This design comes from an exercise in tuning for small area on the open sky130 flow, not from production work.
The RTL was checked by simulation tests, not by an equivalence proof against the original design.

==> inputs of run a <==
Design cordic_pipelined, start of the top module:
module cordic_pipelined(clk, z0, xn, yn);
  input clk;
  input signed [12:0] z0;
  output [17:0] xn, yn;
  wire signed [12:0] za = z0;
  wire pos_big = za > 13'sh5A0;
  wire neg_big = za < -13'sh5A0;
  wire flip_in = pos_big | neg_big;
  wire d0_c0 = pos_big ? (za < 13'shB40) : neg_big ? (za < -13'shB40) : za[12];
  reg [10:0] k1;
  always @(*) begin
    case ({pos_big, neg_big, d0_c0})
      3'b100: k1 = 11'h1f0;
      3'b101: k1 = 11'h790;
      3'b010: k1 = 11'h070;
      3'b011: k1 = 11'h610;
      3'b001: k1 = 11'h2d0;
      default: k1 = 11'h530;
    endcase
  end
  wire [10:0] z1_c0 = za[10:0] + k1;
  reg f_r1, d0_r1; reg [10:0] z1_r1;
  always @(posedge clk) begin f_r1 <= flip_in; d0_r1 <= d0_c0; z1_r1 <= z1_c0; end
  wire signed [10:0] z1s = z1_r1;
  wire d1_c1 = z1_r1[10];
  wire d2_c1 = d1_c1 ? (z1s < -11'sh1A9) : (z1s < 11'sh1A9);
  reg [8:0] k2;
  always @(*) begin
    case ({d1_c1, d2_c1})
      2'b00: k2 = 9'h177;
      2'b01: k2 = 9'h137;
      2'b10: k2 = 9'h0c9;
      default: k2 = 9'h089;
    endcase
  end
  wire [8:0] z3_c1 = z1_r1[8:0] + k2;
  reg f_r2; reg [2:0] d_r2; reg [8:0] z3_r2;
  always @(posedge clk) begin f_r2 <= f_r1; d_r2 <= {d2_c1, d1_c1, d0_r1}; z3_r2 <= z3_c1; end
  wire signed [8:0] z3s = z3_r2;
  wire d3_c2 = z3_r2[8];
  ...
clock: 5.0 ns
lec_check: 0
cap_margin: 20
core_margin: 2
core_utilization: 40
cts_buf_list: sky130_fd_sc_hd__clkbuf_8
cts_cluster_diameter: 100
cts_cluster_size: 20
slew_margin: 20
synth_hierarchical: 1
standard.sh (not shown) runs the stock make flow with config.mk's settings and CLKGATE_MAP_FILE= SYNTH_SCRIPT=/design/flow/synth_recipe.tcl, a recipe that flattens the netlist after the stock synthesis.
==> flow/flow/run.sh <==
#!/bin/bash
# Standard layout, with the port buffers made from the smallest buffer cell.
cp standard.sh standard_sh.txt
export BUFFER_PORTS_ARGS="-buffer_cell sky130_fd_sc_hd__buf_1"
bash standard.sh > standard.log 2>&1
==> run b: changes against run a <==
==> flow/run.sh (new file) <==
#!/bin/bash
# synth_recipe.tcl (not shown) runs the flow's synth.tcl, then flattens the netlist and writes it again
# the make line also repeats each setting of config.mk as NAME=value (left out here)
make -C /OpenROAD-flow-scripts/flow DESIGN_CONFIG=/design/flow/config.mk WORK_HOME=/design/flow/orfs CLKGATE_MAP_FILE= SYNTH_SCRIPT=/design/flow/synth_recipe.tcl finish
removed: flow/flow/run.sh
removed: flow/standard.sh
==> summary of the runs <==
Run a completed with no timing, DRC or antenna violations. Run b went through all stages and came out clean. Between run b and run a, the lower non-clock buffer count is in run b (gap 2). Between run b and run a, the lower core utilization is in run a (gap 0.66 points). Synthesized area is the same in run b and run a. In synthesized cell count, run b and run a do not differ. In die area, run b and run a do not differ. Between run a and run b, the lower sequential share of layout area is in run b (gap 0.53 points). In run a the design area is lower than in run b, by 1.5%.

---

==> juniper: inputs <==
Another version of the RTL of cordic_pipelined (not shown whole).
clock: 5.0 ns
lec_check: 0
cap_margin: 20
core_margin: 2
core_utilization: 60
cts_buf_list: sky130_fd_sc_hd__clkbuf_8
cts_cluster_diameter: 100
cts_cluster_size: 18
slew_margin: 20
synth_hierarchical: 1
==> flow/flow/run.sh <==
#!/bin/bash
# The standard layout (standard.sh: ORFS from synthesis through finish), with two changes:
#  - the input/output port buffers are made from the smallest buffer cell;
#  - synthesis maps the logic with an area-oriented ABC script (flow/abc_area_map.script)
#    in place of ORFS's abc_speed.script. Everything else in synthesis is ORFS's own
#    (run from a copy of ORFS's scripts folder in which only that one file differs).
set -e
rm -rf orfs_scripts
cp -r "$FLOW_HOME/scripts" orfs_scripts
cp flow/abc_area_map.script orfs_scripts/abc_speed.script
export SCRIPTS_DIR="$PWD/orfs_scripts"
export BUFFER_PORTS_ARGS="-buffer_cell sky130_fd_sc_hd__buf_1"
cp standard.sh standard_sh.txt
bash standard.sh > standard.log 2>&1
==> flow/flow/abc_area_map.script <==
strash
dch
map -a
topo
stime -c
buffer -c
upsize -c
dnsize -c
==> pepper (differences from juniper) <==
==> flow/flow/run.sh (replaced) <==
#!/bin/bash
# The standard layout (standard.sh: ORFS synthesis through finish, unchanged),
# except that the input/output port buffers are made from the smallest buffer cell.
cp standard.sh standard_sh.txt
export BUFFER_PORTS_ARGS="-buffer_cell sky130_fd_sc_hd__buf_1"
bash standard.sh > standard.log 2>&1
--- a/flow/config.mk
+++ b/flow/config.mk
@@ -9,7 +9,7 @@
 export CORE_MARGIN = 2
 export CORE_UTILIZATION = 60
-export CTS_BUF_LIST = sky130_fd_sc_hd__clkbuf_8
-export CTS_CLUSTER_DIAMETER = 100
-export CTS_CLUSTER_SIZE = 18
+export CTS_BUF_LIST = sky130_fd_sc_hd__clkbuf_4
+export CTS_CLUSTER_DIAMETER = 60
+export CTS_CLUSTER_SIZE = 10
 export SLEW_MARGIN = 20
 export SYNTH_HIERARCHICAL = 1
removed: flow/flow/abc_area_map.script
==> indigo (differences from juniper) <==
==> flow/flow/run.sh (replaced) <==
#!/bin/bash
# The standard layout (standard.sh: ORFS synthesis through finish, unchanged),
# except that the input/output port buffers are made from the smallest buffer cell.
cp standard.sh standard_sh.txt
export BUFFER_PORTS_ARGS="-buffer_cell sky130_fd_sc_hd__buf_1"
bash standard.sh > standard.log 2>&1
--- a/flow/config.mk
+++ b/flow/config.mk
@@ -9,7 +9,7 @@
 export CORE_MARGIN = 2
 export CORE_UTILIZATION = 60
-export CTS_BUF_LIST = sky130_fd_sc_hd__clkbuf_8
+export CTS_BUF_LIST = sky130_fd_sc_hd__clkbuf_16
 export CTS_CLUSTER_DIAMETER = 100
-export CTS_CLUSTER_SIZE = 18
+export CTS_CLUSTER_SIZE = 30
 export SLEW_MARGIN = 20
 export SYNTH_HIERARCHICAL = 1
removed: flow/flow/abc_area_map.script
==> results.sh <==
export IMPL_outcome="complete, no violations"
export IMPL_timing_fmax_ghz=0.206
export IMPL_fin_nets=1510
export IMPL_path_depth=9
export IMPL_seq_area_um2=5870
export IMPL_relSlewSlack=0.433
export IMPL_drt_pass1_iterations=5
export IMPL_syn_area_um2=14500
export IMPL_setup_ws_ns=0.134
export IMPL_layout_common_cells="dfxtp_1 (291), fa_1 (183), xnor2_1 (138)"
export IMPL_grt_max_degree=35
export IMPL_dr_wl_met3_um=618
# the run above: indigo

==> results.sh <==
export IMPL_outcome="complete, no violations"
export IMPL_buf_share=0.0373
export IMPL_yosys_top_cells_area="dfxtp_1 (40%), fa_1 (25%), xnor2_1 (8.4%)"
export IMPL_fin_nets=1533
export IMPL_layout_common_cells="dfxtp_1 (290), fa_1 (180), xnor2_1 (138)"
export IMPL_dr_wl_met3_um=882
export IMPL_relSlewSlack=0.416
export IMPL_crit_fanout=2
export IMPL_drt_pass1_iterations=4
export IMPL_wirelength_met1_mm=9.63
export IMPL_met3_usage=0.0314
export IMPL_routed_wl_mm=25.4
export IMPL_pre_cts_slack_ns=0.128
export IMPL_setup_ws_ns=0.160
export IMPL_seq_area_um2=5870
export IMPL_grt_max_degree=35
export IMPL_path_depth=11
export IMPL_timing_fmax_ghz=0.207
# the run above: pepper

==> results.sh <==
export IMPL_grt_max_degree=22
export IMPL_syn_area_um2=14300
export IMPL_path_depth=11
export IMPL_ys_seq_area_frac=0.410
export IMPL_seq_area_um2=5880
export IMPL_relSlewSlack=0.406
export IMPL_setup_ws_ns=0.117
export IMPL_final_area_um2=15500
export IMPL_area_growth_synth_to_final_pct=8.12
export IMPL_layout_common_cells="dfxtp_1 (284), fa_1 (179), inv_1 (121)"
export IMPL_dp_hpwl_mm=20.8
export IMPL_dr_wl_met3_um=734
export IMPL_multi_input_area_share=0.508
export IMPL_outcome="complete, no violations"
# the run above: juniper

[port drivers added, routing unchanged]
No port has a modelled driver above. Below, the same layouts with a new extraction and two added sets of constraints. Step 1 (the two cells are an assumption about what drives the block):
set clk [get_ports {clk}]
set_driving_cell -lib_cell sky130_fd_sc_hd__clkbuf_16 $clk
set_driving_cell -lib_cell sky130_fd_sc_hd__buf_2 [delete_from_list [all_inputs] $clk]
Step 2 moves the port delays by t, midway between the first and last clock arrival at a register: inputs arrive t later, outputs are due t later. That takes back most of the time a late clock gives input paths. Three values: no drivers, after step 1, after step 2; two values: the first two.
run	t, ns	slack for setup (ns)	worst setup path at the end	worst slew at a driven data input, ns
run a	0.572	0.258 / 0.258 / 0.258	register to register	0.04
run b	0.575	0.202 / 0.152 / 0.301	register to register	0.04
juniper	0.578	0.117 / 0.117 / 0.117	register to register	0.03
pepper	0.645	0.160 / 0.154 / 0.160	register to register	0.03
indigo	0.538	0.134 / 0.086 / 0.166	register to register	0.03
After both steps every run listed still meets setup and hold.
